What follows belongs to an exercise in optimizing a design on an open flow for a short achievable clock period and few clock cycles; a production flow would make more cautious choices. The RTL was checked by simulation tests, not by an equivalence proof against the original design. Power is estimated from default activity; no workload was simulated.

### design/flow/run.sh
#!/bin/bash
# synth_recipe.tcl (not shown) runs the flow's synth.tcl, then flattens the netlist and writes it again
# the make line also repeats each setting of config.mk as NAME=value (left out here)
make -C /OpenROAD-flow-scripts/flow DESIGN_CONFIG=/design/flow/config.mk WORK_HOME=/design/flow/orfs CLKGATE_MAP_FILE= SYNTH_SCRIPT=/design/flow/synth_recipe.tcl finish
### design/flow/constraint.sdc
create_clock -name core_clock -period 18.0 [get_ports {clk}]
set_input_delay 3.6000 -clock core_clock [delete_from_list [all_inputs] [get_ports {clk}]]
set_output_delay 3.6000 -clock core_clock [all_outputs]
set_load 0.01 [all_outputs]
### design/flow/config.mk
export PLATFORM = sky130hd
export DESIGN_NAME = reuleaux
export DESIGN_NICKNAME = reuleaux
export VERILOG_FILES = /design/flow/design.v
export SDC_FILE = /design/flow/constraint.sdc
export NUM_CORES = 4
export LEC_CHECK = 0
export ABC_CLOCK_PERIOD_IN_PS = 4000
export CAP_MARGIN = 20
export CORE_MARGIN = 2
export CORE_UTILIZATION = 40
export SLEW_MARGIN = 20
### design/flow/design.v
module reuleaux(input logic clk, input logic rst_n, input logic [2:0] colour,
                input logic [7:0] centre_x, input logic [6:0] centre_y, input logic [7:0] diameter,
                input logic start, output logic done,
                output logic [7:0] vga_x, output logic [6:0] vga_y,
                output logic [2:0] vga_colour, output logic vga_plot);
     localparam int F = 8;    
     logic [7:0] p_cx, p_d;
     logic [6:0] p_cy;
     logic [7:0] b_x1, b_x2, b_x3, b_y1;
     logic [7:0] ox, oy;
     logic signed [10:0] crit, c_a, c_b;
     logic stepping;
     logic [2:0][3:0][7:0] cx_r;
     logic [1:0][3:0][7:0] cy_r;
     logic clearing, ld, busy;
     logic [7:0] clr_x;
     logic [6:0] clr_y;
     logic [23:0] h_m;
     logic [7:0]  h_ox, h_oy;
     logic [23:0] f_m  [F];
     logic [7:0]  f_ox [F];
     logic [7:0]  f_oy [F];
     logic [2:0]  f_rd, f_wr;
     logic [3:0]  f_n;
     logic [7:0] n_x1, n_x2;
     logic [6:0] n_y1;
     always_comb begin
          n_x1 = p_cx + 8'((9'(p_d) + 9'd1) >> 1);
          n_x2 = p_cx - (p_d >> 1);
          n_y1 = p_cy + 7'(p_d * 7'd74);
     end
     logic act, adv, push, dec;
     logic [23:0] vis, m_step;
     logic [7:0] dup;
     always_comb begin
          act = stepping && (oy <= ox);
          adv = act && (f_n != 4'(F));
          dec = (crit > 0);
          for (int k = 0; k < 3; k++) begin
               logic [7:0] xs [8];
               logic [7:0] ys [8];
               logic [7:0] lo, hi;
               logic r;
               r = (k == 2);
               xs[0] = cx_r[k][0]; ys[0] = cy_r[r][0];
               xs[1] = cx_r[k][2]; ys[1] = cy_r[r][2];
               xs[2] = cx_r[k][3]; ys[2] = cy_r[r][2];
               xs[3] = cx_r[k][1]; ys[3] = cy_r[r][0];
               xs[4] = cx_r[k][1]; ys[4] = cy_r[r][1];
               xs[5] = cx_r[k][3]; ys[5] = cy_r[r][3];
               xs[6] = cx_r[k][2]; ys[6] = cy_r[r][3];
               xs[7] = cx_r[k][0]; ys[7] = cy_r[r][1];
               lo = (k == 1) ? b_x3 : b_x2;
               hi = (k == 0) ? b_x3 : b_x1;
               for (int o = 0; o < 8; o++) begin
                    if (k == 2)
                         vis[8*k+o] = xs[o] < 8'd160 && ys[o] < 8'd120 && xs[o] >= lo && xs[o] <= hi
                                      && ys[o] >= b_y1;
                    else
                         vis[8*k+o] = xs[o] < 8'd160 && ys[o] < 8'd120 && xs[o] >= lo && xs[o] <= hi
                                      && ys[o] <= b_y1 && ys[o] >= 8'd23;
               end
          end
          dup = 8'd0;
          if (oy == 8'd0) dup = dup | 8'b1101_0100;
          if (ox == oy)   dup = dup | 8'b1010_1010;
          m_step = vis & ~{dup, dup, dup};
          push = adv && (m_step != 24'd0);
     end
     always_ff @(posedge clk) begin
          if (ld) begin
               b_x1 <= n_x1; b_x2 <= n_x2; b_x3 <= p_cx; b_y1 <= {1'b0, n_y1};
               ox <= p_d;
               oy <= 8'd0;
               crit <= 11'sd1 - 11'(p_d);
               c_a <= 11'sd3;
               c_b <= (p_d == 8'd0) ? -11'sd507 : 11'sd5 - 11'(2 * p_d);
               cx_r[0] <= {n_x1, n_x1, n_x2, n_x1 + p_d};
               cx_r[1] <= {n_x2, n_x2, n_x2 - p_d, n_x1};
               cx_r[2] <= {p_cx, p_cx, p_cx - p_d, p_cx + p_d};
               cy_r[0] <= {{1'b0, n_y1} - p_d, {1'b0, n_y1} + p_d, {1'b0, n_y1}, {1'b0, n_y1}};
               cy_r[1] <= {8'd23 - p_d, 8'd23 + p_d, 8'd23, 8'd23};
          end else if (adv) begin
               ox <= ox - 8'(dec);
               oy <= oy + 8'd1;
               crit <= crit + (dec ? c_b : c_a);
               c_a <= c_a + 11'sd2;
               c_b <= c_b + (dec ? 11'sd4 : 11'sd2);
               for (int k = 0; k < 3; k++) begin
                    cx_r[k][0] <= cx_r[k][0] - 8'(dec);
                    cx_r[k][1] <= cx_r[k][1] + 8'(dec);
                    cx_r[k][2] <= cx_r[k][2] + 8'd1;
                    cx_r[k][3] <= cx_r[k][3] - 8'd1;
               end
               for (int r = 0; r < 2; r++) begin
                    cy_r[r][0] <= cy_r[r][0] + 8'd1;
                    cy_r[r][1] <= cy_r[r][1] - 8'd1;
                    cy_r[r][2] <= cy_r[r][2] - 8'(dec);
                    cy_r[r][3] <= cy_r[r][3] + 8'(dec);
               end
          end
     end
     logic [23:0] low, rest;
     logic take, f_any, byp;
     logic [7:0] e_x, e_y;
     always_comb begin
          low = h_m & (~h_m + 24'd1);
          rest = h_m & ~low;
          take = (rest == 24'd0);           
          f_any = (f_n != 4'd0);
          byp = take && !f_any;             
          e_x = 8'd0; e_y = 8'd0;
          for (int k = 0; k < 3; k++) begin
               logic [7:0] c, cy;
               logic [7:0] xa, xb, xc, xd, ya, yb, yc, yd;
               c = (k == 0) ? b_x1 : (k == 1) ? b_x2 : b_x3;
               cy = (k == 2) ? 8'd23 : b_y1;
               xa = c + h_ox; xb = c - h_ox; xc = c + h_oy; xd = c - h_oy;
               ya = cy + h_oy; yb = cy - h_oy; yc = cy + h_ox; yd = cy - h_ox;
               e_x = e_x | ({8{low[8*k+0] | low[8*k+7]}} & xa) | ({8{low[8*k+3] | low[8*k+4]}} & xb)
                         | ({8{low[8*k+1] | low[8*k+6]}} & xc) | ({8{low[8*k+2] | low[8*k+5]}} & xd);
               e_y = e_y | ({8{low[8*k+0] | low[8*k+3]}} & ya) | ({8{low[8*k+4] | low[8*k+7]}} & yb)
                         | ({8{low[8*k+1] | low[8*k+2]}} & yc) | ({8{low[8*k+5] | low[8*k+6]}} & yd);
          end
     end
     always_ff @(posedge clk) begin
          if (take) begin
               if (f_any) begin
                    h_m <= f_m[f_rd]; h_ox <= f_ox[f_rd]; h_oy <= f_oy[f_rd];
               end else begin
                    h_m <= push ? m_step : 24'd0; h_ox <= ox; h_oy <= oy;
               end
          end else begin
               h_m <= rest;
          end
          if (push && !byp) begin
               f_m[f_wr] <= m_step; f_ox[f_wr] <= ox; f_oy[f_wr] <= oy;
          end
          if (!rst_n) h_m <= 24'd0;
     end
     always_ff @(posedge clk) begin
          if (clearing) begin
               p_cx <= 8'd80; p_cy <= 7'd60; p_d <= 8'd80;
          end else if (done) begin
               p_cx <= centre_x; p_cy <= centre_y; p_d <= diameter;
          end
     end
     always_ff @(posedge clk) begin
          vga_colour <= clearing ? 3'd0 : colour;
          if (clearing) begin
               vga_x <= clr_x; vga_y <= clr_y;
          end else begin
               vga_x <= e_x; vga_y <= e_y[6:0];
          end
     end
     always_ff @(posedge clk) begin
          if (!rst_n) begin
               done <= 1'b0;
               vga_plot <= 1'b0;
               clearing <= 1'b1;
               clr_x <= 8'd0;
               clr_y <= 7'd0;
               ld <= 1'b0;
               busy <= 1'b0;
               stepping <= 1'b0;
               f_n <= 4'd0;
               f_rd <= 3'd0;
               f_wr <= 3'd0;
          end else begin
               vga_plot <= clearing || (h_m != 24'd0);
               f_n <= f_n + 4'(push && !byp) - 4'(take && f_any);
               if (push && !byp) f_wr <= f_wr + 3'd1;
               if (take && f_any) f_rd <= f_rd + 3'd1;
               if (clearing) begin
                    if (clr_y == 7'd119) begin
                         clr_y <= 7'd0;
                         clr_x <= clr_x + 8'd1;
                         if (clr_x == 8'd159) begin
                              clearing <= 1'b0;
                              ld <= 1'b1;
                              busy <= 1'b1;
                         end
                    end else begin
                         clr_y <= clr_y + 7'd1;
                    end
               end
               if (done && start) begin
                    done <= 1'b0;
                    ld <= 1'b1;
                    busy <= 1'b1;
               end
               if (ld) begin
                    ld <= 1'b0;
                    stepping <= 1'b1;
               end else if (stepping && !act) begin
                    stepping <= 1'b0;
               end
               if (busy && !ld && !act && f_n == 4'd0 && h_m == 24'd0) begin
                    busy <= 1'b0;
                    done <= 1'b1;
               end
          end
     end
endmodule
==> flow_metrics.py, run 1 <==
metrics = {
    "global_routing": {
        "grt_pass1_wl_um": 185000,
        "grt_max_degree": 121,
        "grt_overflow_total": 0,
        "antenna_found_initial": 3,
        "grt_pass1_vias": 29800,
        "grt_usage": 0.223,
    },
    "pwr": {
        "vdd_drop_max_mv": 0.0662,
        "power.density_nw_per_um2": 69.4,
        "p_leak_nw": 18.2,
    },
    "drt": {
        "vias": 30900,
        "wl_per_cell_um": 22.6,
        "drtPass1Iterations": 5,
        "wl_um": 122000,
        "drtAntennaViolNets": 0,
        "drt_first_iter_violations": 2995,
        "drc": 0,
        "routed_via_density": 5.73,
    },
    "place": {
        "gp_congestion": 0.978,
        "buffer_ports.inserted": 48,
        "hpwl_um": 85800,
    },
    "clock_tree": {
        "clock-sinks": 673,
        "post_cts_buffers": 0,
        "insertion_delay_ps": 670,
        "cts_resized": 0,
        "cts_tree": "yes",
        "holdBufCountCts": 0,
        "numCtsBuffers": 77,
        "cts_root_buffer": "clkbuf_16",
        "htree_levels": 3,
        "cts.path.max_buffers": 3,
        "path_clk_slew_ps": 60,
    },
    "worst_setup_path": {
        "path_cells": "clkdlybuf4s50_1",
        "crit_path_start": "done",
        "ff2ff_setup_slack_ps": 12080,
        "critPathCaptureType": "output port",
        "rr_startpoint": "b_y1[1]",
        "worstReg2RegEnd": "f_ox[6][0]",
        "arrival_ps": 2370,
        "reg2reg_depth": 13,
        "crit_buf_inv": 1,
        "critPathLaunchType": "flip-flop",
        "cpLargestDelayFamily": "flip-flops",
        "required_ps": 14400,
        "cp.depth": 1,
        "crit_fanout": 28,
        "slowest_delay_ps": 990,
        "worst_path_max_delay_cell": "dfxtp_2",
        "cp-endpoint": "done",
        "path_class": "flip-flop to output port",
    },
    "die": {
        "ios": 49,
        "die_y_um": 331,
        "core-area_um2": 106000,
        "initial_core_util": 0.404,
        "die_x_um": 331,
        "num_rows": 119,
        "dieArea_um2": 109000,
    },
    "logic_synthesis": {
        "synth-seq-cells": 673,
        "synth_warnings": 7,
        "synth.avg_cell_area_um2": 11.0,
        "yosysUniqueCellTypes": 82,
        "synth_ff_type": "edfxtp_1",
        "syn_inst": 3879,
        "synth_nets": 4440,
        "synth-seq-area-share": 0.442,
        "async_flop_share": 0,
        "synth_area_um2": 42700,
        "synth_edf_count": 538,
    },
    "sta": {
        "setup_viol": 0,
        "worst_slew_pin_slew_ps": 1090,
        "fin_crit_ps": 5970,
        "setup_tns_ps": 0,
        "max_freq_mhz": 168,
        "rsz0062_at_grt": "no",
        "fin_worst_skew_ps": 63.9,
        "fin_hold_ws_ps": 486,
        "relSlewSlack": 0.268,
        "finalCritPeriodShare": 0.331,
        "slew_viol_final": 0,
        "hold_violations": 0,
    },
    "outcome": {
        "outcome": "finished clean",
    },
    "layout": {
        "drive_gt1_frac": 0.0754,
        "syn_to_final_growth_pct": 11.2,
        "n_antenna_cell": 0,
        "final_cell_mix": "538 x edfxtp_1, 504 x ha_1, 306 x a21oi_1",
        "multi_input_area_um2": 22600,
        "final_common_cell": "edfxtp_1",
        "fill_cells": 9725,
        "regArea_um2": 18900,
        "fin_nets": 4491,
    },
    "hold_path": {
        "hp-class": "flip-flop to flip-flop",
    },
    "run": {
        "drv_cap": 0,
    },
}
-- routing by layer --
metal	up-vias	routed length [um]	global-route usage
li1	14500	-	-
met4	0	3800	0.0728
met1	15100	55700	0.317
met2	987	54200	0.346
met5	-	0	0
met3	172	7920	0.0359
-- layout make-up --
class	instances	share of cell area
flip-flops and latches	673	0.398
well taps	1391	0.0367
multi-input cells	2862	0.476
inverters	228	0.0181
repair buffers	88	0.0166
clock buffers	99	0.0434
clock inverters	43	0.0114
-- report_power, final --
group          leakage (nW)  switching [W]  internal [W]
clock network          1.27       0.000682      0.000938
logic                  10.5     0.00000548    0.00000823
registers              6.45    0.000000964       0.00166
total                  18.2       0.000689       0.00260
-- cell families after synthesis --
group                    Yosys count  synth area share
AO/OA/AOI/OAI                    897             0.132
XOR/XNOR                         295            0.0605
adder cells (fa/ha/maj)          536             0.162
buffers and inverters            344            0.0312
flip-flops                       673             0.442
multiplexers                     178            0.0658
AND/OR/NAND/NOR                  956             0.107
-- cell usage after synthesis, types with 30 or more instances --
| master | number | share of area |
|---|---|---|
| a21o_1 | 65 | 0.011 |
| a21oi_1 | 306 | 0.036 |
| and3_1 | 30 | 0.0044 |
| clkbuf_1 | 88 | 0.0077 |
| dfxtp_1 | 135 | 0.063 |
| edfxtp_1 | 538 | 0.38 |
| ha_1 | 504 | 0.15 |
| inv_1 | 225 | 0.020 |
| mux2i_1 | 79 | 0.019 |
| mux4_2 | 80 | 0.042 |
| nand2_1 | 268 | 0.024 |
| nand2b_1 | 32 | 0.0047 |
| nand3_1 | 73 | 0.0086 |
| nand4_1 | 55 | 0.0081 |
| nor2_1 | 280 | 0.025 |
| nor2b_1 | 39 | 0.0057 |
| nor3_1 | 50 | 0.0059 |
| o21ai_0 | 179 | 0.021 |
| o21bai_1 | 59 | 0.010 |
| o22ai_1 | 32 | 0.0047 |
| xnor2_1 | 185 | 0.038 |
| xor2_1 | 110 | 0.023 |
-- state kept, by name, indices dropped and copies added, names as in the netlist, 10 cells and up, named ones only --
name	flops
c_a	10
cy_r	64
h_m	24
crit	11
f_oy	64
cx_r	96
c_b	10
f_m	192
f_ox	64
-- worst min-delay path by stage --
stage,startpoint,to,cells past startpoint
2_1_floorplan,p_cx[7],b_x3[7],0
3_3_place_gp,p_cy[4],p_cy[4],2
4_1_cts,clr_x[1],vga_x[1],2
3_5_place_dp,p_cy[3],p_cy[3],2
5_1_grt,clr_x[1],vga_x[1],2
6_report,clr_x[1],vga_x[1],2
-- stage by stage --
stage / std cells / worst slack, ps / utilization / total power, W / area, um2
2_1_floorplan: 3879 / 10450 / - / 0.00169 / 42700
3_3_place_gp: 5241 / 12210 / 0.425 / 0.00170 / 44800
3_5_place_dp: 5241 / 11970 / 0.425 / 0.00170 / 44800
4_1_cts: 5383 / 11910 / 0.449 / 0.00332 / 47400
5_1_grt: 5384 / 11520 / 0.449 / 0.00338 / 47400
6_report: 5384 / 12030 / 0.449 / 0.00329 / 47400
Testbench counts, summed over its fixed seeds: cycles 25,527.
==> run 2: changes to the inputs <==
--- a/design/flow/design.v
+++ b/design/flow/design.v
@@ -11,4 +11,5 @@
      logic signed [10:0] crit, c_a, c_b;
      logic stepping;
+     logic act_r, first_r, eq_r;    
      logic [2:0][3:0][7:0] cx_r;
      logic [1:0][3:0][7:0] cy_r;
@@ -33,8 +34,11 @@
      logic [23:0] vis, m_step;
      logic [7:0] dup;
+     logic [7:0] ox_n, oy_n;
      always_comb begin
-          act = stepping && (oy <= ox);
+          act = stepping && act_r;
           adv = act && (f_n != 4'(F));
           dec = (crit > 0);
+          ox_n = ox - 8'(dec);
+          oy_n = oy + 8'd1;
           for (int k = 0; k < 3; k++) begin
                logic [7:0] xs [8];
@@ -63,6 +67,6 @@
           end
           dup = 8'd0;
-          if (oy == 8'd0) dup = dup | 8'b1101_0100;
-          if (ox == oy)   dup = dup | 8'b1010_1010;
+          if (first_r) dup = dup | 8'b1101_0100;
+          if (eq_r)    dup = dup | 8'b1010_1010;
           m_step = vis & ~{dup, dup, dup};
           push = adv && (m_step != 24'd0);
@@ -73,4 +77,7 @@
                ox <= p_d;
                oy <= 8'd0;
+               act_r <= 1'b1;
+               first_r <= 1'b1;
+               eq_r <= (p_d == 8'd0);
                crit <= 11'sd1 - 11'(p_d);
                c_a <= 11'sd3;
@@ -82,6 +89,9 @@
                cy_r[1] <= {8'd23 - p_d, 8'd23 + p_d, 8'd23, 8'd23};
           end else if (adv) begin
-               ox <= ox - 8'(dec);
-               oy <= oy + 8'd1;
+               ox <= ox_n;
+               oy <= oy_n;
+               act_r <= (oy_n <= ox_n);
+               first_r <= 1'b0;
+               eq_r <= (ox_n == oy_n);
                crit <= crit + (dec ? c_b : c_a);
                c_a <= c_a + 11'sd2;
@@ -101,17 +111,21 @@
           end
      end
-     logic [23:0] low, rest;
-     logic take, f_any, byp;
-     logic [7:0] e_x, e_y;
+     logic [23:0] pm, low, rest;
+     logic live, take, f_any, byp;
+     logic [7:0] e_x, e_y, l_x, l_y;
      always_comb begin
-          low = h_m & (~h_m + 24'd1);
-          rest = h_m & ~low;
+          f_any = (f_n != 4'd0);
+          live = (h_m == 24'd0) && !f_any;
+          pm = live ? (adv ? m_step : 24'd0) : h_m;
+          low = pm & (~pm + 24'd1);
+          rest = pm & ~low;
           take = (rest == 24'd0);           
-          f_any = (f_n != 4'd0);
-          byp = take && !f_any;             
-          e_x = 8'd0; e_y = 8'd0;
+          byp = !f_any && (live || take);   
+          e_x = 8'd0; e_y = 8'd0; l_x = 8'd0; l_y = 8'd0;
           for (int k = 0; k < 3; k++) begin
                logic [7:0] c, cy;
                logic [7:0] xa, xb, xc, xd, ya, yb, yc, yd;
+               logic r;
+               r = (k == 2);
                c = (k == 0) ? b_x1 : (k == 1) ? b_x2 : b_x3;
                cy = (k == 2) ? 8'd23 : b_y1;
@@ -122,25 +136,33 @@
                e_y = e_y | ({8{low[8*k+0] | low[8*k+3]}} & ya) | ({8{low[8*k+4] | low[8*k+7]}} & yb)
                          | ({8{low[8*k+1] | low[8*k+2]}} & yc) | ({8{low[8*k+5] | low[8*k+6]}} & yd);
-          end
-     end
-     always_ff @(posedge clk) begin
-          if (take) begin
+               l_x = l_x | ({8{low[8*k+0] | low[8*k+7]}} & cx_r[k][0]) | ({8{low[8*k+3] | low[8*k+4]}} & cx_r[k][1])
+                         | ({8{low[8*k+1] | low[8*k+6]}} & cx_r[k][2]) | ({8{low[8*k+2] | low[8*k+5]}} & cx_r[k][3]);
+               l_y = l_y | ({8{low[8*k+0] | low[8*k+3]}} & cy_r[r][0]) | ({8{low[8*k+4] | low[8*k+7]}} & cy_r[r][1])
+                         | ({8{low[8*k+1] | low[8*k+2]}} & cy_r[r][2]) | ({8{low[8*k+5] | low[8*k+6]}} & cy_r[r][3]);
+          end
+          if (live) begin
+               e_x = l_x; e_y = l_y;
+          end
+     end
+     always_ff @(posedge clk) begin
+          if (live) begin
+               h_m <= rest; h_ox <= ox; h_oy <= oy;
+          end else if (take) begin
                if (f_any) begin
                     h_m <= f_m[f_rd]; h_ox <= f_ox[f_rd]; h_oy <= f_oy[f_rd];
                end else begin
-                    h_m <= push ? m_step : 24'd0; h_ox <= ox; h_oy <= oy;
+                    h_m <= adv ? m_step : 24'd0; h_ox <= ox; h_oy <= oy;
                end
           end else begin
                h_m <= rest;
           end
-          if (push && !byp) begin
+          if (adv) begin
                f_m[f_wr] <= m_step; f_ox[f_wr] <= ox; f_oy[f_wr] <= oy;
           end
-          if (!rst_n) h_m <= 24'd0;
      end
      always_ff @(posedge clk) begin
           if (clearing) begin
                p_cx <= 8'd80; p_cy <= 7'd60; p_d <= 8'd80;
-          end else if (done) begin
+          end else if (!busy_n) begin
                p_cx <= centre_x; p_cy <= centre_y; p_d <= diameter;
           end
@@ -154,7 +176,22 @@
           end
      end
-     always_ff @(posedge clk) begin
-          if (!rst_n) begin
+     logic rst_q;
+     always_ff @(posedge clk) rst_q <= rst_n;
+     logic busy_n, fin;
+     always_comb fin = busy && !ld && !act && f_n == 4'd0 && h_m == 24'd0;
+     always_ff @(posedge clk) begin
+          if (!rst_n || !rst_q) begin
                done <= 1'b0;
+               busy_n <= 1'b1;
+          end else if (!busy_n && start) begin
+               done <= 1'b0;
+               busy_n <= 1'b1;
+          end else if (fin) begin
+               done <= 1'b1;
+               busy_n <= 1'b0;
+          end
+     end
+     always_ff @(posedge clk) begin
+          if (!rst_q) begin
                vga_plot <= 1'b0;
                clearing <= 1'b1;
@@ -168,5 +205,5 @@
                f_wr <= 3'd0;
           end else begin
-               vga_plot <= clearing || (h_m != 24'd0);
+               vga_plot <= clearing || (pm != 24'd0);
                f_n <= f_n + 4'(push && !byp) - 4'(take && f_any);
                if (push && !byp) f_wr <= f_wr + 3'd1;
@@ -185,6 +222,5 @@
                     end
                end
-               if (done && start) begin
-                    done <= 1'b0;
+               if (!busy_n && start) begin
                     ld <= 1'b1;
                     busy <= 1'b1;
@@ -196,8 +232,6 @@
                     stepping <= 1'b0;
                end
-               if (busy && !ld && !act && f_n == 4'd0 && h_m == 24'd0) begin
+               if (fin)
                     busy <= 1'b0;
-                    done <= 1'b1;
-               end
           end
      end
==> design/flow/flow/run.sh (new file) <==
#!/bin/bash
set -euo pipefail
MARGIN=$(cat flow/margin.txt 2>/dev/null || echo 14)
EXTRA=$(cat flow/extra.txt 2>/dev/null || true)
bash standard.sh SETUP_SLACK_MARGIN=$MARGIN $EXTRA finish > flow_make.log 2>&1
==> design/flow/flow/margin.txt (new file) <==
14
==> design/flow/standard.sh (new file) <==
#!/bin/bash
# synth_recipe.tcl (not shown) runs the flow's synth.tcl, then flattens the netlist and writes it again
# the make line also repeats each setting of config.mk as NAME=value (left out here)
make -C /OpenROAD-flow-scripts/flow DESIGN_CONFIG=/design/flow/config.mk WORK_HOME=/design/flow/orfs CLKGATE_MAP_FILE= SYNTH_SCRIPT=/design/flow/synth_recipe.tcl "${@:-finish}"
removed: design/flow/run.sh
==> flow_metrics.py, run 2 <==
metrics = {
    "global_routing": {
        "grt_overflow_total": 0,
        "grt_pass1_vias": 33800,
        "use_met2": 0.393,
        "busiest_layer": "met2",
        "antenna_found_initial": 7,
        "grt_usage": 0.264,
        "grt_pass1_wl_um": 227000,
        "use_met3": 0.0559,
        "grtUsageMet1": 0.369,
        "grt_max_degree": 109,
    },
    "hold_path": {
        "holdCritStartpoint": "rst_q",
        "min_to": "clearing",
        "hold_depth": 1,
        "hp-class": "flip-flop to flip-flop",
    },
    "logic_synthesis": {
        "async_flop_share": 0,
        "yosys.area_share.simple": 0.121,
        "synthAdderAreaFrac": 0.153,
        "synth-seq-cells": 678,
        "synth_ff_type": "edfxtp_1",
        "syn_inst": 4130,
        "synth.avg_cell_area_um2": 10.8,
        "synth-seq-area-share": 0.424,
        "synth_warnings": 7,
        "synth.most_common_cell": "edfxtp_1",
        "yosysUniqueCellTypes": 111,
        "synthMuxAreaShare": 0.0628,
        "synthTopCellsByCount": "539 x edfxtp_1, 503 x ha_1, 348 x nor2_1, 343 x a21oi_1, 235 x nand2_1",
        "synth_top_family_by_area": "adder cells",
        "synth_nets": 4690,
        "synth_edf_count": 539,
        "synth_area_um2": 44800,
        "yosys-top-cells-area": "edfxtp_1 36%, ha_1 14%, dfxtp_1 6.2%",
        "synth_compound_area_frac": 0.149,
        "synth_top_area_frac": 0.362,
        "synth-xor-area-share": 0.0601,
        "synth_top_cell_by_area": "edfxtp_1",
    },
    "place": {
        "pre_cts_ws_ps": 12170,
        "placed_cell_area_um2": 47500,
        "gp_congestion": 0.999,
        "dp_cells": 5587,
        "hpwl_um": 110000,
        "buffer_ports.inserted": 48,
    },
    "clock_tree": {
        "htree_levels": 3,
        "holdBufCountCts": 0,
        "cts.path.max_buffers": 3,
        "clock-sinks": 678,
        "cts_root_buffer": "clkbuf_16",
        "path_clk_slew_ps": 60,
        "numCtsBuffers": 78,
        "cts_tree": "yes",
        "insertion_delay_ps": 690,
    },
    "worst_setup_path": {
        "worst_path_max_delay_cell": "edfxtp_1",
        "critPathLaunchType": "flip-flop",
        "reg2reg_depth": 20,
        "critPathCaptureType": "flip-flop",
        "crit_buf_inv": 3,
        "worstReg2RegEnd": "f_n[1]",
        "ff2ff_setup_slack_ps": 12940,
        "required_ps": 18580,
        "rr_startpoint": "cy_r[3]",
        "cpLargestDelayFamily": "simple AND/OR/NAND/NOR gates",
        "arrival_ps": 5630,
        "path_cells": "ha_1 > nand4_1 > a2bb2oi_1 > a31o_1 > nor4_2 > buf_4 > a22o_1 > nor4b_4 > buf_4 > o21ai_4 > nor4_4 > o22ai_4 > nor4_4 > nand2_4 > nor2_4 > ha_4 > inv_4 > ha_4 > fa_2 > and2_4",
        "crit_fanout": 6,
        "path_class": "flip-flop to flip-flop",
        "slowest_delay_ps": 570,
    },
    "die": {
        "num_rows": 122,
        "initial_core_util": 0.404,
        "dieArea_um2": 115000,
        "die_x_um": 339,
        "ios": 49,
        "die_y_um": 339,
        "core-area_um2": 111000,
    },
    "sta": {
        "max_freq_mhz": 198,
        "fin_worst_skew_ps": 52.2,
        "fin_crit_ps": 5060,
        "relSlewSlack": 0.284,
        "setup_tns_ps": 0,
        "setup_ws_ps": 12940,
        "setup_viol": 0,
        "finalCritPeriodShare": 0.281,
        "rsz0062_at_grt": "yes",
        "slew_viol_final": 0,
        "hold_violations": 0,
        "worst_slew_pin_slew_ps": 1070,
    },
    "drt": {
        "routed_via_density": 6.00,
        "wl_um": 156000,
        "drtAntennaViolNets": 0,
        "drtPass1Iterations": 10,
        "drt_first_iter_violations": 4103,
        "drc": 0,
        "vias": 35700,
        "wl_per_cell_um": 26.1,
    },
    "pwr": {
        "combPwrFrac": 0.331,
        "vdd_drop_max_mv": 0.0874,
        "switching_share": 0.356,
        "p_leak_nw": 20.5,
        "power.density_nw_per_um2": 97.7,
        "power_switching_w": 0.00187,
        "p_int_w": 0.00338,
        "p_seq_frac": 0.356,
        "clock_power_share": 0.313,
    },
    "layout": {
        "syn_to_final_growth_pct": 19.9,
        "largest_registers": "f_m: 192 flops, cx_r: 96 flops",
        "drive_gt1_frac": 0.193,
        "finalNonFillerCells": 5960,
        "final_area_um2": 53700,
        "largest-register": "f_m",
        "final_util": 0.484,
        "final_cell_mix": "539 x edfxtp_1, 476 x ha_1, 335 x nor2_1",
        "largest_reg_flops": 192,
        "final_common_cell": "edfxtp_1",
        "fin_nets": 4967,
    },
    "run": {
        "drv_cap": 0,
    },
    "outcome": {
        "outcome": "finished clean",
    },
}
[run 2: cell types whose count changed after synthesis, sizes merged, moves of 19 or more]
cell    change
clkbuf     +20
nor2       +71
a21oi      +37
xor2       +19
nand3      +31
o21ai      -31
nand2      -34
a22oi      +22
a222oi     +25
[run 2: area by class of cell]
class | count | area (um2)
clock buffer | 112 | 2250
antenna | 1 | 2.50
timing repair buffer | 333 | 3000
multi-input combinational | 3103 | 26200
fill | 10200 | 57100
sequential | 678 | 19000
inverter | 213 | 910
tap | 1488 | 1860
clock inverter | 32 | 380
[run 2: per-stage QoR]
step	total power, W	hold slack [ps]
floorplan	0.00286	406
global route	0.00544	458
global placement	0.00330	422
finish	0.00524	431
detailed placement	0.00330	419
CTS	0.00507	439
[run 2: routing by layer]
metal / wire (um) / up-vias
met5: 26 / -
met4: 7430 / 4
met3: 15200 / 395
met2: 66400 / 1683
met1: 66500 / 17500
li1: - / 16200
[run 2: kinds of logic (layout without fill, tap and decap cells)]
kind of cell | count (synthesis) | in the layout
flip-flops | 678 | 678
AO/OA/AOI/OAI | 1007 | 1007
buffers and inverters | 353 | 690
multiplexers | 179 | 179
adder cells (fa/ha/maj) | 531 | 531
AND/OR/NAND/NOR | 1075 | 1079
XOR/XNOR | 307 | 307
other | 0 | 1
[run 2: how the worst max path moves through the flow]
stage / to / from / depth (start not counted) / slack, ps
finish: f_n[1] / cy_r[3] / 20 / 12940
global route: f_n[1] / b_x3[7] / 21 / 12890
CTS: f_n[1] / b_x3[7] / 20 / 13140
detailed placement: vga_x[2] / b_y1[1] / 15 / 12170
global placement: vga_x[2] / b_y1[1] / 15 / 12200
floorplan: f_m[5][0] / f_n[2] / 6 / 13030
[run 2: what timing repair did]
action	in CTS	in global routing
pin swaps	48	67
endpoints found under the setup margin	123	103
gates resized for setup	296	149
setup buffers	151	73
cloned	2	2
[run 2: power by group through the flow]
stage	clock network, W	registers (W)	logic [W]
final	0.00164	0.00187	0.00174
after global routing	0.00173	0.00187	0.00185
after CTS	0.00167	0.00186	0.00155
after detailed placement	0	0.00189	0.00140
after global placement	0	0.00190	0.00140
after floorplan	0	0.00182	0.00104
Testbench counts of run 2, summed over its fixed seeds: cycles 25,282.
==> run 3: changes to the inputs <==
--- a/design/flow/design.v
+++ b/design/flow/design.v
@@ -111,15 +111,18 @@
           end
      end
-     logic [23:0] pm, low, rest;
-     logic live, take, f_any, byp;
+     logic [23:0] ms, low_h, rest_h, low_l, rest_l;
+     logic live, take_h, f_any, pop, byp;
      logic [7:0] e_x, e_y, l_x, l_y;
      always_comb begin
           f_any = (f_n != 4'd0);
           live = (h_m == 24'd0) && !f_any;
-          pm = live ? (adv ? m_step : 24'd0) : h_m;
-          low = pm & (~pm + 24'd1);
-          rest = pm & ~low;
-          take = (rest == 24'd0);           
-          byp = !f_any && (live || take);   
+          low_h = h_m & (~h_m + 24'd1);
+          rest_h = h_m & ~low_h;
+          take_h = (rest_h == 24'd0);       
+          pop = take_h && f_any;
+          byp = take_h && !f_any;           
+          ms = adv ? m_step : 24'd0;
+          low_l = ms & (~ms + 24'd1);
+          rest_l = ms & ~low_l;
           e_x = 8'd0; e_y = 8'd0; l_x = 8'd0; l_y = 8'd0;
           for (int k = 0; k < 3; k++) begin
@@ -132,12 +135,12 @@
                xa = c + h_ox; xb = c - h_ox; xc = c + h_oy; xd = c - h_oy;
                ya = cy + h_oy; yb = cy - h_oy; yc = cy + h_ox; yd = cy - h_ox;
-               e_x = e_x | ({8{low[8*k+0] | low[8*k+7]}} & xa) | ({8{low[8*k+3] | low[8*k+4]}} & xb)
-                         | ({8{low[8*k+1] | low[8*k+6]}} & xc) | ({8{low[8*k+2] | low[8*k+5]}} & xd);
-               e_y = e_y | ({8{low[8*k+0] | low[8*k+3]}} & ya) | ({8{low[8*k+4] | low[8*k+7]}} & yb)
-                         | ({8{low[8*k+1] | low[8*k+2]}} & yc) | ({8{low[8*k+5] | low[8*k+6]}} & yd);
-               l_x = l_x | ({8{low[8*k+0] | low[8*k+7]}} & cx_r[k][0]) | ({8{low[8*k+3] | low[8*k+4]}} & cx_r[k][1])
-                         | ({8{low[8*k+1] | low[8*k+6]}} & cx_r[k][2]) | ({8{low[8*k+2] | low[8*k+5]}} & cx_r[k][3]);
-               l_y = l_y | ({8{low[8*k+0] | low[8*k+3]}} & cy_r[r][0]) | ({8{low[8*k+4] | low[8*k+7]}} & cy_r[r][1])
-                         | ({8{low[8*k+1] | low[8*k+2]}} & cy_r[r][2]) | ({8{low[8*k+5] | low[8*k+6]}} & cy_r[r][3]);
+               e_x = e_x | ({8{low_h[8*k+0] | low_h[8*k+7]}} & xa) | ({8{low_h[8*k+3] | low_h[8*k+4]}} & xb)
+                         | ({8{low_h[8*k+1] | low_h[8*k+6]}} & xc) | ({8{low_h[8*k+2] | low_h[8*k+5]}} & xd);
+               e_y = e_y | ({8{low_h[8*k+0] | low_h[8*k+3]}} & ya) | ({8{low_h[8*k+4] | low_h[8*k+7]}} & yb)
+                         | ({8{low_h[8*k+1] | low_h[8*k+2]}} & yc) | ({8{low_h[8*k+5] | low_h[8*k+6]}} & yd);
+               l_x = l_x | ({8{low_l[8*k+0] | low_l[8*k+7]}} & cx_r[k][0]) | ({8{low_l[8*k+3] | low_l[8*k+4]}} & cx_r[k][1])
+                         | ({8{low_l[8*k+1] | low_l[8*k+6]}} & cx_r[k][2]) | ({8{low_l[8*k+2] | low_l[8*k+5]}} & cx_r[k][3]);
+               l_y = l_y | ({8{low_l[8*k+0] | low_l[8*k+3]}} & cy_r[r][0]) | ({8{low_l[8*k+4] | low_l[8*k+7]}} & cy_r[r][1])
+                         | ({8{low_l[8*k+1] | low_l[8*k+2]}} & cy_r[r][2]) | ({8{low_l[8*k+5] | low_l[8*k+6]}} & cy_r[r][3]);
           end
           if (live) begin
@@ -147,13 +150,13 @@
      always_ff @(posedge clk) begin
           if (live) begin
-               h_m <= rest; h_ox <= ox; h_oy <= oy;
-          end else if (take) begin
+               h_m <= rest_l; h_ox <= ox; h_oy <= oy;
+          end else if (take_h) begin
                if (f_any) begin
                     h_m <= f_m[f_rd]; h_ox <= f_ox[f_rd]; h_oy <= f_oy[f_rd];
                end else begin
-                    h_m <= adv ? m_step : 24'd0; h_ox <= ox; h_oy <= oy;
+                    h_m <= ms; h_ox <= ox; h_oy <= oy;
                end
           end else begin
-               h_m <= rest;
+               h_m <= rest_h;
           end
           if (adv) begin
@@ -205,8 +208,8 @@
                f_wr <= 3'd0;
           end else begin
-               vga_plot <= clearing || (pm != 24'd0);
-               f_n <= f_n + 4'(push && !byp) - 4'(take && f_any);
+               vga_plot <= clearing || (live ? (ms != 24'd0) : (h_m != 24'd0));
+               f_n <= f_n + 4'(push && !byp) - 4'(pop);
                if (push && !byp) f_wr <= f_wr + 3'd1;
-               if (take && f_any) f_rd <= f_rd + 3'd1;
+               if (pop) f_rd <= f_rd + 3'd1;
                if (clearing) begin
                     if (clr_y == 7'd119) begin
==> design/flow/flow/margin.txt (replaced) <==
13.5
==> flow_metrics.py, run 3 <==
metrics = {
    "logic_synthesis": {
        "synth_top_cell_by_area": "edfxtp_1",
        "synth_warnings": 7,
        "syn_inst": 4181,
        "synth-seq-area-share": 0.423,
        "synth.most_common_cell": "edfxtp_1",
        "synth_edf_count": 539,
        "synth_ff_type": "edfxtp_1",
        "async_flop_share": 0,
        "synth_nets": 4741,
        "synth-seq-cells": 678,
        "synth.avg_cell_area_um2": 10.7,
        "yosysUniqueCellTypes": 99,
        "synth_top_area_frac": 0.361,
        "synthTopCellsByCount": "539 x edfxtp_1, 503 x ha_1, 344 x a21oi_1, 327 x nor2_1, 265 x nand2_1",
        "synth_area_um2": 44900,
        "yosys-top-cells-area": "edfxtp_1 36%, ha_1 14%, dfxtp_1 6.2%",
    },
    "die": {
        "initial_core_util": 0.404,
        "die_x_um": 339,
        "die_y_um": 339,
        "num_rows": 122,
        "core-area_um2": 111000,
        "dieArea_um2": 115000,
        "ios": 49,
    },
    "sta": {
        "fin_crit_ps": 4780,
        "hold_violations": 0,
        "worst_slew_pin_slew_ps": 1260,
        "fin_hold_ws_ps": 458,
        "finalCritPeriodShare": 0.265,
        "slew_viol_final": 0,
        "max_freq_mhz": 209,
        "rsz0062_at_grt": "yes",
        "fin_worst_skew_ps": 29.1,
        "setup_tns_ps": 0,
        "relSlewSlack": 0.155,
        "setup_viol": 0,
    },
    "worst_setup_path": {
        "path_cells": "buf_6",
        "cp.depth": 1,
        "worst_path_max_delay_cell": "dfxtp_4",
        "crit_buf_inv": 1,
        "arrival_ps": 1180,
        "critPathLaunchType": "flip-flop",
        "required_ps": 14400,
        "cpLargestDelayFamily": "flip-flops",
        "ff2ff_setup_slack_ps": 13510,
        "reg2reg_depth": 20,
        "critPathCaptureType": "output port",
        "slowest_delay_ps": 390,
        "crit_fanout": 1,
        "path_class": "flip-flop to output port",
    },
    "clock_tree": {
        "path_clk_slew_ps": 60,
        "cts_tree": "yes",
        "htree_levels": 3,
        "clock-sinks": 678,
        "cts_root_buffer": "clkbuf_16",
        "insertion_delay_ps": 680,
        "numCtsBuffers": 77,
        "cts.path.max_buffers": 3,
    },
    "drt": {
        "wl_per_cell_um": 25.8,
        "drc": 0,
        "wl_um": 153000,
        "drt_first_iter_violations": 3730,
        "vias": 35900,
        "routed_via_density": 6.07,
        "drtPass1Iterations": 11,
        "drtAntennaViolNets": 0,
    },
    "layout": {
        "final_area_um2": 51800,
        "finalNonFillerCells": 5922,
        "syn_to_final_growth_pct": 15.4,
        "final_cell_mix": "539 x edfxtp_1, 497 x ha_1, 339 x a21oi_1",
        "largest-register": "f_m",
        "final_common_cell": "edfxtp_1",
        "drive_gt1_frac": 0.144,
        "largest_registers": "f_m: 192 flops, cx_r: 96 flops",
        "largest_reg_flops": 192,
        "fin_nets": 4928,
    },
    "global_routing": {
        "grt_usage": 0.259,
        "antenna_found_initial": 10,
        "grt_max_degree": 113,
        "grt_pass1_wl_um": 224000,
        "grt_pass1_vias": 34200,
        "grt_overflow_total": 0,
    },
    "pwr": {
        "clock_power_share": 0.341,
        "power.density_nw_per_um2": 91.6,
        "p_seq_frac": 0.384,
        "vdd_drop_max_mv": 0.0726,
        "power_w": 0.00474,
        "p_int_w": 0.00314,
        "power_switching_w": 0.00160,
        "p_leak_nw": 19.5,
        "combPwrFrac": 0.275,
        "switching_share": 0.338,
    },
    "hold_path": {
        "hp-class": "flip-flop to flip-flop",
        "hold_depth": 2,
    },
    "place": {
        "buffer_ports.inserted": 48,
        "dp_cells": 5643,
        "gp_congestion": 0.994,
        "placed_cell_area_um2": 47300,
        "hpwl_um": 110000,
    },
    "run": {
        "drv_cap": 0,
    },
    "outcome": {
        "outcome": "finished clean",
    },
}
-- run 3: final cells by class --
class	count	area, um2
diodes	2	5.00
clock buffers	97	2050
clock inverters	46	510
fillers	10300	59200
inverters	218	918
multi-input cells	3149	25300
flip-flops and latches	678	19000
well taps	1488	1860
repair buffers	244	2050
-- run 3: final timing paths --
path,start,end
hold / removal,busy,busy
hold reg to reg,busy,busy
setup reg to reg,b_x2[2],f_n[2]
setup / recovery,vga_y[2],vga_y[2]
-- run 3: metal layers --
metal / vias to the layer above / global-route usage / wire (um)
li1: 16200 / - / -
met1: 17600 / 0.355 / 64200
met2: 1706 / 0.402 / 67600
met3: 392 / 0.0487 / 14400
met4: 4 / 0.108 / 6810
met5: - / 0 / 23
-- run 3: power groups by stage --
stage / Sequential [W] / Clock [W] / Combinational (W)
after floorplan: 0.00182 / 0 / 0.000864
after global placement: 0.00185 / 0 / 0.00123
after detailed placement: 0.00185 / 0 / 0.00123
after CTS: 0.00182 / 0.00164 / 0.00125
after global routing: 0.00182 / 0.00170 / 0.00141
final: 0.00182 / 0.00161 / 0.00131
-- run 3: repair_timing --
action	CTS	global route
buffers inserted	76	58
setup endpoints to repair	54	42
gates resized for setup	185	90
pin swaps	7	20
hold buffers	0	0
gates cloned	0	0
-- run 3: per-stage QoR --
| stage | setup WS (ps) | utilization |
|---|---|---|
| 3_5_place_dp | 12340 | 0.426 |
| 4_1_cts | 13200 | 0.458 |
| 5_1_grt | 13200 | 0.467 |
| 2_1_floorplan | 12770 | - |
| 3_3_place_gp | 12430 | 0.426 |
| 6_report | 13220 | 0.467 |
-- run 3: cell families after synthesis --
logic type	Yosys count	synth area share
multiplexers	186	0.0643
AND/OR/NAND/NOR	1091	0.120
adder cells (fa/ha/maj)	534	0.153
XOR/XNOR	296	0.0578
flip-flops	678	0.423
AO/OA/AOI/OAI	1042	0.151
buffers and inverters	354	0.0302
Testbench counts of run 3, summed over its fixed seeds: cycles 25,282.
==> run 4: changes to the inputs <==
--- a/design/flow/design.v
+++ b/design/flow/design.v
@@ -12,4 +12,5 @@
      logic stepping;
      logic act_r, first_r, eq_r;    
+     logic more_r;                  
      logic [2:0][3:0][7:0] cx_r;
      logic [1:0][3:0][7:0] cy_r;
@@ -36,5 +37,5 @@
      logic [7:0] ox_n, oy_n;
      always_comb begin
-          act = stepping && act_r;
+          act = stepping && act_r && more_r;
           adv = act && (f_n != 4'(F));
           dec = (crit > 0);
@@ -72,4 +73,27 @@
           push = adv && (m_step != 24'd0);
      end
+     function automatic logic run_hits(input logic [7:0] s, input logic [7:0] len1,
+                                       input logic [7:0] a, input logic [7:0] b);
+          logic [7:0] d;
+          d = a - s;
+          run_hits = (a <= b) && ((a <= s && s <= b) || d <= len1);
+     endfunction
+     logic maybe;
+     always_comb begin
+          logic [7:0] len1, x1h, x2h, y12h;
+          logic h0, h1, h2;
+          len1 = ox - oy;
+          x1h = (b_x3 < 8'd160) ? b_x3 : 8'd159;
+          x2h = (b_x1 < 8'd160) ? b_x1 : 8'd159;
+          y12h = (b_y1 < 8'd120) ? b_y1 : 8'd119;
+          h0 = (run_hits(cx_r[0][2], len1, b_x2, x1h) || run_hits(cx_r[0][1], len1, b_x2, x1h))
+               && (run_hits(cy_r[0][0], len1, 8'd23, y12h) || run_hits(cy_r[0][3], len1, 8'd23, y12h));
+          h1 = (run_hits(cx_r[1][2], len1, b_x3, x2h) || run_hits(cx_r[1][1], len1, b_x3, x2h))
+               && (run_hits(cy_r[0][0], len1, 8'd23, y12h) || run_hits(cy_r[0][3], len1, 8'd23, y12h));
+          h2 = (run_hits(cx_r[2][2], len1, b_x2, x2h) || run_hits(cx_r[2][1], len1, b_x2, x2h))
+               && (run_hits(cy_r[1][0], len1, b_y1, 8'd119) || run_hits(cy_r[1][3], len1, b_y1, 8'd119));
+          maybe = first_r || h0 || h1 || h2;
+     end
+     always_ff @(posedge clk) more_r <= ld || maybe;
      always_ff @(posedge clk) begin
           if (ld) begin
==> flow_metrics.py, run 4 <==
metrics = {
    "logic_synthesis": {
        "syn_inst": 5024,
        "synth.avg_cell_area_um2": 10.2,
        "synth_top_cell_by_area": "edfxtp_1",
        "synth_warnings": 7,
        "yosysUniqueCellTypes": 106,
        "synth_nets": 5769,
        "synth-seq-cells": 679,
        "synth_edf_count": 539,
        "synth.most_common_cell": "ha_1",
        "async_flop_share": 0,
        "synth_area_um2": 51000,
        "synth-seq-area-share": 0.372,
        "synth_top_area_frac": 0.317,
        "yosys-top-cells-area": "edfxtp_1 32%, ha_1 17%, dfxtp_1 5.5%",
        "synthTopCellsByCount": "679 x ha_1, 539 x edfxtp_1, 453 x a21oi_1, 371 x nor2_1, 303 x inv_1",
        "synth_ff_type": "edfxtp_1",
    },
    "layout": {
        "drive_gt1_frac": 0.119,
        "largest-register": "f_m",
        "fill_cells": 11900,
        "fin_nets": 5953,
        "final_cell_mix": "678 x ha_1, 539 x edfxtp_1, 448 x a21oi_1",
        "regArea_um2": 19100,
        "syn_to_final_growth_pct": 13.6,
        "largest_registers": "f_m: 192 flops, cx_r: 96 flops",
        "largest_reg_flops": 192,
        "final_common_cell": "ha_1",
        "multi_input_area_um2": 30900,
    },
    "place": {
        "hpwl_um": 149000,
        "buffer_ports.inserted": 48,
        "gp_congestion": 1.04,
    },
    "worst_setup_path": {
        "rr_startpoint": "cx_r[23]",
        "cp-endpoint": "vga_y[6]",
        "path_cells": "buf_6",
        "worstReg2RegEnd": "vga_y[5]",
        "ff2ff_setup_slack_ps": 13330,
        "required_ps": 14400,
        "reg2reg_depth": 13,
        "slowest_delay_ps": 410,
        "crit_buf_inv": 1,
        "crit_fanout": 1,
        "cpLargestDelayFamily": "flip-flops",
        "crit_path_start": "vga_y[6]",
        "cp.depth": 1,
        "worst_path_max_delay_cell": "dfxtp_4",
        "path_class": "flip-flop to output port",
        "critPathLaunchType": "flip-flop",
        "critPathCaptureType": "output port",
        "arrival_ps": 1250,
    },
    "die": {
        "core-area_um2": 127000,
        "die_x_um": 361,
        "initial_core_util": 0.402,
        "num_rows": 131,
        "dieArea_um2": 130000,
        "die_y_um": 361,
        "ios": 49,
    },
    "sta": {
        "fin_hold_ws_ps": 471,
        "fin_crit_ps": 4850,
        "slew_viol_final": 0,
        "worst_slew_pin_slew_ps": 1140,
        "max_freq_mhz": 206,
        "fin_worst_skew_ps": 55.1,
        "relSlewSlack": 0.240,
        "setup_viol": 0,
        "finalCritPeriodShare": 0.269,
        "hold_violations": 0,
        "rsz0062_at_grt": "yes",
        "setup_tns_ps": 0,
    },
    "pwr": {
        "switching_share": 0.363,
        "clock_power_share": 0.319,
        "combPwrFrac": 0.318,
        "p_leak_nw": 22.7,
        "p_seq_frac": 0.363,
        "power_switching_w": 0.00182,
        "power.density_nw_per_um2": 86.4,
        "power_w": 0.00501,
        "p_int_w": 0.00319,
        "vdd_drop_max_mv": 0.0726,
    },
    "clock_tree": {
        "numCtsBuffers": 79,
        "path_clk_slew_ps": 60,
        "insertion_delay_ps": 720,
        "cts_root_buffer": "clkbuf_16",
        "clock-sinks": 679,
        "cts_tree": "yes",
        "holdBufCountCts": 0,
        "cts.path.max_buffers": 3,
        "htree_levels": 3,
    },
    "drt": {
        "drt_first_iter_violations": 5040,
        "vias": 42600,
        "drtAntennaViolNets": 0,
        "drtPass1Iterations": 10,
        "routed_via_density": 6.15,
        "wl_um": 196000,
        "wl_per_cell_um": 28.2,
        "drc": 0,
    },
    "outcome": {
        "outcome": "finished clean",
    },
    "global_routing": {
        "grt_max_degree": 108,
        "grt_usage": 0.293,
        "grt_pass1_vias": 40100,
        "antenna_found_initial": 4,
        "grt_overflow_total": 0,
        "grt_pass1_wl_um": 281000,
    },
    "hold_path": {
        "hp-class": "flip-flop to flip-flop",
    },
    "run": {
        "drv_cap": 0,
    },
}
[run 4: layout make-up]
class / instances / share of cell area
Clock inverter: 33 / 0.00656
Inverter: 306 / 0.0206
Sequential cell: 679 / 0.329
Antenna cell: 1 / 0.0000432
Timing Repair Buffer: 258 / 0.0369
Multi-Input combinational cell: 3884 / 0.534
Tap cell: 1662 / 0.0359
Clock buffer: 110 / 0.0373
[run 4: kinds of logic (layout without fill, tap and decap cells)]
family,after synthesis,in the layout,share of synthesized area
XOR/XNOR,359,359,0.0616
other,0,1,0
adder cells (fa/ha/maj),720,720,0.182
buffers and inverters,461,707,0.0351
AND/OR/NAND/NOR,1334,1334,0.132
AO/OA/AOI/OAI,1286,1286,0.161
multiplexers,185,185,0.0564
flip-flops,679,679,0.372
[run 4: worst min-delay path by stage]
stage / startpoint / end / slack (ps) / cells after the start
floorplan: p_cx[7] / b_x3[7] / 410 / 0
global placement: busy / busy / 440 / 2
detailed placement: busy / busy / 460 / 2
CTS: busy / busy / 470 / 2
global route: busy / busy / 480 / 2
finish: busy / busy / 470 / 2
[run 4: stage by stage]
stage | utilization | instances | cell area, um2 | worst slack, ps
3_3_place_gp | 0.424 | 6674 | 53800 | 12100
3_5_place_dp | 0.424 | 6674 | 53800 | 12150
6_report | 0.456 | 6933 | 58000 | 13150
4_1_cts | 0.452 | 6887 | 57400 | 13130
5_1_grt | 0.456 | 6932 | 58000 | 13110
2_1_floorplan | - | 5024 | 51000 | 12960
[run 4: power by group through the flow]
stage	Sequential [W]	Combinational, W	Clock (W)
6_report	0.00182	0.00160	0.00160
4_1_cts	0.00181	0.00155	0.00162
5_1_grt	0.00182	0.00172	0.00168
3_3_place_gp	0.00186	0.00153	0
2_1_floorplan	0.00183	0.00100	0
3_5_place_dp	0.00186	0.00153	0
[run 4: repair_timing]
item,in CTS,in global routing
pin swaps,7,15
setup buffers,70,45
resized for setup,202,59
hold endpoints to repair,0,0
endpoints found under the setup margin,65,54
[run 4: layer usage]
layer / GRT usage / up-vias / share of wire
met1: 0.408 / 21000 / 0.43
li1: - / 19200 / -
met3: 0.0451 / 438 / 0.083
met2: 0.442 / 2010 / 0.43
met5: 0 / - / 0.00013
met4: 0.149 / 4 / 0.059
Testbench counts of run 4, summed over its fixed seeds: cycles 24,895.
==> run 5: changes to the inputs <==
--- a/design/flow/design.v
+++ b/design/flow/design.v
@@ -34,5 +34,8 @@
      logic act, adv, push, dec;
      logic [23:0] vis, m_step;
-     logic [7:0] dup;
+     logic [7:0] dup, dup2;
+     logic [3:0][3:0] xeq, yeq;
+     localparam logic [15:0] XT = {2'd0, 2'd2, 2'd3, 2'd1, 2'd1, 2'd3, 2'd2, 2'd0};
+     localparam logic [15:0] YT = {2'd1, 2'd3, 2'd3, 2'd1, 2'd0, 2'd2, 2'd2, 2'd0};
      logic [7:0] ox_n, oy_n;
      always_comb begin
@@ -67,8 +70,20 @@
                end
           end
+          for (int a = 0; a < 4; a++)
+               for (int b = 0; b < 4; b++) begin
+                    xeq[a][b] = (cx_r[0][a] == cx_r[1][b]);
+                    yeq[a][b] = (cy_r[0][a] == cy_r[0][b]);
+               end
+          for (int o2 = 0; o2 < 8; o2++) begin
+               logic any;
+               any = 1'b0;
+               for (int o1 = 0; o1 < 8; o1++)
+                    any = any | (xeq[XT[2*o1 +: 2]][XT[2*o2 +: 2]] & yeq[YT[2*o1 +: 2]][YT[2*o2 +: 2]]);
+               dup2[o2] = any && (cx_r[1][XT[2*o2 +: 2]] == b_x3) && (b_x2 <= b_x3);
+          end
           dup = 8'd0;
           if (first_r) dup = dup | 8'b1101_0100;
           if (eq_r)    dup = dup | 8'b1010_1010;
-          m_step = vis & ~{dup, dup, dup};
+          m_step = vis & ~{dup, dup | dup2, dup};
           push = adv && (m_step != 24'd0);
      end
==> flow_metrics.py, run 5 <==
metrics = {
    "logic_synthesis": {
        "synth_top_cell_by_area": "edfxtp_1",
        "synth.most_common_cell": "ha_1",
        "synth-seq-cells": 679,
        "async_flop_share": 0,
        "synth_nets": 6101,
        "yosys-top-cells-area": "edfxtp_1 30%, ha_1 16%, dfxtp_1 5.3%",
        "synth_warnings": 7,
        "synth_area_um2": 53400,
        "synth_edf_count": 539,
        "synth_ff_type": "edfxtp_1",
        "synthTopCellsByCount": "689 x ha_1, 539 x edfxtp_1, 423 x a21oi_1, 368 x nor2_1",
        "synth_top_area_frac": 0.303,
        "yosysUniqueCellTypes": 101,
        "syn_inst": 5346,
        "synth-seq-area-share": 0.356,
        "synth.avg_cell_area_um2": 9.99,
    },
    "sta": {
        "slew_viol_final": 0,
        "rsz0062_at_grt": "yes",
        "hold_violations": 0,
        "finalCritPeriodShare": 0.268,
        "setup_tns_ps": 0,
        "fin_crit_ps": 4830,
        "relSlewSlack": 0.203,
        "fin_worst_skew_ps": 39.6,
        "fin_hold_ws_ps": 466,
        "max_freq_mhz": 207,
        "worst_slew_pin_slew_ps": 1180,
        "setup_viol": 0,
    },
    "worst_setup_path": {
        "worst_path_max_delay_cell": "dfxtp_4",
        "critPathCaptureType": "output port",
        "ff2ff_setup_slack_ps": 13520,
        "critPathLaunchType": "flip-flop",
        "crit_buf_inv": 1,
        "slowest_delay_ps": 410,
        "crit_fanout": 1,
        "arrival_ps": 1230,
        "cpLargestDelayFamily": "flip-flops",
        "path_cells": "buf_6",
        "required_ps": 14400,
        "path_class": "flip-flop to output port",
        "crit_path_start": "vga_x[0]",
        "rr_startpoint": "h_oy[2]",
    },
    "clock_tree": {
        "htree_levels": 3,
        "clock-sinks": 679,
        "path_clk_slew_ps": 70,
        "insertion_delay_ps": 710,
        "holdBufCountCts": 0,
        "numCtsBuffers": 76,
        "cts.path.max_buffers": 3,
        "cts_root_buffer": "clkbuf_16",
        "cts_tree": "yes",
    },
    "layout": {
        "largest_reg_flops": 192,
        "largest_registers": "f_m: 192 flops, cx_r: 96 flops",
        "fill_cells": 12400,
        "largest-register": "f_m",
        "fin_nets": 6318,
        "final_cell_mix": "687 x ha_1, 539 x edfxtp_1, 416 x a21oi_1",
        "regArea_um2": 19100,
        "drive_gt1_frac": 0.142,
        "final_common_cell": "ha_1",
        "syn_to_final_growth_pct": 14.9,
        "multi_input_area_um2": 33100,
    },
    "global_routing": {
        "grt_overflow_total": 0,
        "grt_usage": 0.298,
        "grt_max_degree": 89,
        "grt_pass1_vias": 42600,
        "antenna_found_initial": 11,
        "grt_pass1_wl_um": 297000,
    },
    "die": {
        "ios": 49,
        "num_rows": 134,
        "dieArea_um2": 136000,
        "core-area_um2": 133000,
        "initial_core_util": 0.402,
        "die_x_um": 369,
        "die_y_um": 369,
    },
    "drt": {
        "vias": 46000,
        "wl_per_cell_um": 28.2,
        "drtPass1Iterations": 8,
        "drt_first_iter_violations": 5830,
        "routed_via_density": 6.22,
        "wl_um": 208000,
        "drtAntennaViolNets": 0,
        "drc": 0,
    },
    "place": {
        "gp_congestion": 1.06,
        "hpwl_um": 153000,
        "buffer_ports.inserted": 48,
    },
    "pwr": {
        "power.density_nw_per_um2": 81.5,
        "p_int_w": 0.00320,
        "p_leak_nw": 24.0,
        "clock_power_share": 0.328,
        "p_seq_frac": 0.378,
        "switching_share": 0.359,
        "combPwrFrac": 0.294,
        "vdd_drop_max_mv": 0.0827,
        "power_switching_w": 0.00179,
        "power_w": 0.00500,
    },
    "run": {
        "drv_cap": 0,
    },
    "hold_path": {
        "holdCritStartpoint": "busy",
        "hp-class": "flip-flop to flip-flop",
    },
    "outcome": {
        "outcome": "finished clean",
    },
}
run 5: stage by stage:
step	worst slack [ps]	utilization	cell area [um2]	instances
after floorplan	12320	-	53400	5346
after global placement	12290	0.422	56100	7043
after detailed placement	12130	0.422	56100	7043
after CTS	13160	0.453	60300	7309
after global routing	13170	0.461	61300	7394
final	13170	0.461	61400	7400
run 5: kinds of logic after synthesis:
| logic type | after synthesis | share of synthesized area |
|---|---|---|
| xor+xnor | 501 | 0.0822 |
| simple gates | 1367 | 0.130 |
| compound gates | 1338 | 0.162 |
| flops | 679 | 0.356 |
| mux | 182 | 0.0535 |
| fa+ha+maj | 732 | 0.177 |
| buf+inv | 547 | 0.0402 |
run 5: routing by layer:
layer | global-route usage | up-vias | wire length, um
li1 | - | 20400 | -
met2 | 0.448 | 2569 | 89200
met1 | 0.399 | 22400 | 84800
met3 | 0.0613 | 605 | 21400
met5 | 0 | - | 115
met4 | 0.163 | 10 | 12900
run 5: area by class of cell:
type / instances / share of cell area
antenna: 6 / 0.000245
tap: 1768 / 0.0361
timing repair buffer: 370 / 0.0503
sequential: 679 / 0.311
clock buffer: 101 / 0.0347
clock inverter: 40 / 0.00789
inverter: 314 / 0.0200
multi-input combinational: 4122 / 0.540
run 5: what timing repair did:
item	CTS	global route
resized for setup	238	93
buffers inserted	123	84
gates cloned	2	0
pin swaps	15	21
setup endpoints to repair	72	44
run 5: worst paths after layout:
check                                 to  cells after the start
worst max-delay path            vga_x[0]                      1
worst min-delay path                busy                      2
worst max register to register  vga_x[6]                     12
worst min register to register      busy                      2
run 5: power groups by stage:
| stage | logic, W | registers [W] | clock network, W |
|---|---|---|---|
| after detailed placement | 0.00137 | 0.00193 | 0 |
| final | 0.00147 | 0.00189 | 0.00164 |
| after global placement | 0.00135 | 0.00193 | 0 |
| after floorplan | 0.000974 | 0.00183 | 0 |
| after global routing | 0.00158 | 0.00188 | 0.00172 |
| after CTS | 0.00142 | 0.00188 | 0.00167 |
Testbench counts of run 5, summed over its fixed seeds: cycles 24,845.
==> run 6: changes to the inputs <==
==> design/flow/flow/run.sh (replaced) <==
#!/bin/bash
set -euo pipefail
MARGIN=$(cat flow/margin.txt 2>/dev/null || echo 13.5)
bash standard.sh SETUP_SLACK_MARGIN=$MARGIN PRE_DETAIL_PLACE_TCL=$(pwd)/flow/outflops.tcl finish > flow_make.log 2>&1
==> design/flow/flow/outflops.tcl (new file) <==
# Before detailed placement: move the flip-flop that drives each output port's
# buffer next to that buffer, so the flop's output wire is short. Detailed
# placement then legalizes the moved cells.
set block [ord::get_db_block]
set moved 0
foreach bterm [$block getBTerms] {
  if {[$bterm getIoType] != "OUTPUT"} { continue }
  set net [$bterm getNet]
  if {$net == "NULL"} { continue }
  set buf ""
  foreach it [$net getITerms] { if {[$it isOutputSignal]} { set buf [$it getInst] } }
  if {$buf == ""} { continue }
  set in_net ""
  foreach it [$buf getITerms] { if {[$it isInputSignal]} { set in_net [$it getNet] } }
  if {$in_net == "" || $in_net == "NULL"} { continue }
  set ff ""
  set nload 0
  foreach it [$in_net getITerms] {
    if {[$it isOutputSignal]} { set ff [$it getInst] } else { incr nload }
  }
  if {$ff == "" || $nload != 1} { continue }
  if {![[$ff getMaster] isSequential]} { continue }
  set loc [$buf getLocation]
  $ff setLocation [lindex $loc 0] [lindex $loc 1]
  incr moved
}
puts "outflops: moved $moved flip-flops next to their output buffers"
==> flow_metrics.py, run 6 <==
metrics = {
    "outcome": {
        "outcome": "finished clean",
    },
    "clock_tree": {
        "htree_levels": 3,
        "numCtsBuffers": 79,
        "cts_tree": "yes",
        "insertion_delay_ps": 720,
        "holdBufCountCts": 0,
        "clock-sinks": 679,
        "cts.path.max_buffers": 3,
        "cts_root_buffer": "clkbuf_16",
        "path_clk_slew_ps": 60,
    },
    "layout": {
        "final_area_um2": 62300,
        "largest-register": "f_m",
        "fill_cells": 12400,
        "syn_to_final_growth_pct": 16.7,
        "drive_gt1_frac": 0.164,
        "final_cell_mix": "679 x ha_1, 539 x edfxtp_1, 410 x a21oi_1",
        "fin_nets": 6381,
        "largest_registers": "f_m: 192 flops, cx_r: 96 flops",
        "final_common_cell": "ha_1",
        "largest_reg_flops": 192,
    },
    "drt": {
        "drc": 0,
        "drtPass1Iterations": 12,
        "routed_via_density": 6.19,
        "drtAntennaViolNets": 0,
        "wl_per_cell_um": 28.2,
        "drt_first_iter_violations": 5221,
        "vias": 46200,
        "wl_um": 211000,
    },
    "logic_synthesis": {
        "synth_top_cell_by_area": "edfxtp_1",
        "synth-seq-cells": 679,
        "synth-seq-area-share": 0.356,
        "yosys-top-cells-area": "edfxtp_1 30%, ha_1 16%, dfxtp_1 5.3%",
        "synth.avg_cell_area_um2": 9.99,
        "synth_nets": 6101,
        "synth_warnings": 7,
        "async_flop_share": 0,
        "yosysUniqueCellTypes": 101,
        "synth_area_um2": 53400,
        "synth.most_common_cell": "ha_1",
        "synth_edf_count": 539,
        "synth_ff_type": "edfxtp_1",
        "synthTopCellsByCount": "689 x ha_1, 539 x edfxtp_1, 423 x a21oi_1, 368 x nor2_1",
        "synth_top_area_frac": 0.303,
        "syn_inst": 5346,
    },
    "worst_setup_path": {
        "path_cells": "buf_6",
        "worst_path_max_delay_cell": "dfxtp_2",
        "reg2reg_depth": 17,
        "worstReg2RegEnd": "vga_y[6]",
        "crit_fanout": 1,
        "cpLargestDelayFamily": "flip-flops",
        "arrival_ps": 1160,
        "ff2ff_setup_slack_ps": 13490,
        "rr_startpoint": "b_x2[5]",
        "path_class": "flip-flop to output port",
        "required_ps": 14400,
        "crit_buf_inv": 1,
        "slowest_delay_ps": 320,
        "critPathCaptureType": "output port",
        "critPathLaunchType": "flip-flop",
        "cp.depth": 1,
    },
    "place": {
        "placed_cell_area_um2": 56100,
        "hpwl_um": 153000,
        "buffer_ports.inserted": 48,
        "gp_congestion": 1.06,
        "pre_cts_ws_ps": 11950,
    },
    "global_routing": {
        "grt_pass1_vias": 43000,
        "grt_overflow_total": 0,
        "grt_usage": 0.300,
        "grt_max_degree": 89,
        "grt_pass1_wl_um": 300000,
        "antenna_found_initial": 13,
    },
    "die": {
        "num_rows": 134,
        "die_y_um": 369,
        "dieArea_um2": 136000,
        "ios": 49,
        "core-area_um2": 133000,
        "initial_core_util": 0.402,
        "die_x_um": 369,
    },
    "run": {
        "drv_cap": 0,
    },
    "sta": {
        "setup_ws_ps": 13240,
        "relSlewSlack": 0.202,
        "fin_crit_ps": 4760,
        "finalCritPeriodShare": 0.264,
        "setup_tns_ps": 0,
        "setup_viol": 0,
        "hold_violations": 0,
        "fin_worst_skew_ps": 48.8,
        "max_freq_mhz": 210,
        "worst_slew_pin_slew_ps": 1190,
        "rsz0062_at_grt": "yes",
        "slew_viol_final": 0,
    },
    "hold_path": {
        "hold_depth": 2,
        "hp-class": "flip-flop to flip-flop",
        "holdCritStartpoint": "busy",
        "min_to": "busy",
    },
    "pwr": {
        "power.density_nw_per_um2": 80.3,
        "power_w": 0.00500,
        "vdd_drop_max_mv": 0.0774,
        "p_leak_nw": 24.3,
    },
}
run 6: changes by cell type in the layout (fill, tap and decap cells not counted), sizes merged:
cell	delta
buf	+59
clkbuf	+8
inv	-6
clkinvlp	+3
bufinv	-2
diode	+2
nor2	+1
o31ai	-1
run 6: cell type report:
cell class,instances,area [um2],share of cell area
flip-flops and latches,679,19000,0.305
inverters,314,1250,0.0201
well taps,1768,2210,0.0355
clock inverters,35,414,0.00665
multi-input cells,4122,33600,0.539
repair buffers,430,3570,0.0574
clock buffers,108,2210,0.0354
diodes,8,20.0,0.000321
run 6: worst max path at each step:
stage	startpoint	endpoint	slack [ps]
2_1_floorplan	f_n[2]	f_m[5][0]	12320
3_5_place_dp	cx_r[24]	vga_x[7]	11950
6_report	vga_colour[0]	vga_colour[0]	13240
5_1_grt	vga_colour[0]	vga_colour[0]	13220
4_1_cts	vga_y[2]	vga_y[2]	13210
3_3_place_gp	b_x1[1]	f_n[2]	12290
run 6: what timing repair did:
action | 4_1_cts | 5_1_grt
setup endpoints to repair | 72 | 44
pin swaps | 22 | 54
gates cloned | 1 | 1
setup buffers | 185 | 82
resized for setup | 260 | 159
run 6: cell families (layout without fill, tap and decap cells):
group,after synthesis,in the layout,synth area share
AOI/OAI and AO/OA,1338,1338,0.162
xor gates and xnor gates,501,501,0.0822
adders and majority gates,732,732,0.177
buffers and inverters,547,887,0.0402
DFF,679,679,0.356
muxes,182,182,0.0535
other,0,8,0
and+or+nand+nor,1367,1369,0.130
run 6: metrics by stage:
step | hold WS [ps] | std cells | utilization
floorplan | 406 | 5346 | -
finish | 461 | 7464 | 0.469
global route | 504 | 7456 | 0.469
detailed placement | 453 | 7043 | 0.422
global placement | 444 | 7043 | 0.422
CTS | 461 | 7372 | 0.458
run 6: power breakdown:
part           internal [W]  switching (W)  total (W)  leakage [nW]
Combinational      0.000537       0.000938    0.00147          16.8
Clock              0.000929       0.000712    0.00164          1.28
Sequential          0.00174       0.000148    0.00189          6.16
run 6: routing by layer:
| layer | vias up | part of all wire | wire, um | global-route usage |
|---|---|---|---|---|
| li1 | 20600 | - | - | - |
| met1 | 22400 | 0.41 | 85500 | 0.397 |
| met2 | 2496 | 0.42 | 89500 | 0.450 |
| met3 | 664 | 0.10 | 21700 | 0.0696 |
| met4 | 6 | 0.067 | 14000 | 0.168 |
| met5 | - | 0.00026 | 54 | 0 |

## static timing again, ports no longer ideal
How much do the figures lean on ideal ports? The routed layouts below were timed once more, with nothing changed but the port constraints. Step 1, drivers: a clkbuf_16 drives clk and a buf_2 each remaining input, both assumed. Step 2 also shifts input and output timing later by t, the mid clock arrival at the registers, as if the neighbouring blocks saw the same clock. Slacks: ideal ports / drivers / drivers and shift; pairs: ideal ports / drivers.
run | shift t [ns] | setup slack, ns | hold WS [ns] | worst setup path after step 2 | worst data-port slew with drivers (ns)
run 1 | 0.713 | 12.033 / 11.963 / 12.076 | 0.486 / 0.486 / 0.486 | register to register | 0.04
run 2 | 0.734 | 12.944 / 12.944 / 12.944 | 0.431 / 0.431 / 0.431 | register to register | 0.05
run 3 | 0.742 | 13.223 / 13.149 / 13.151 | 0.458 / 0.458 / 0.458 | input to register | 0.05
run 4 | 0.774 | 13.150 / 13.066 / 13.141 | 0.471 / 0.471 / 0.471 | input to register | 0.09
run 5 | 0.764 | 13.174 / 13.104 / 13.332 | 0.466 / 0.466 / 0.466 | input to register | 0.06
run 6 | 0.778 | 13.245 / 13.163 / 13.331 | 0.461 / 0.461 / 0.461 | input to register | 0.06
After both steps setup and hold are still met in every run listed. For run 3, which loses most, drivers alone change the setup slack by -0.074 ns; drivers and shift together by -0.072 ns.
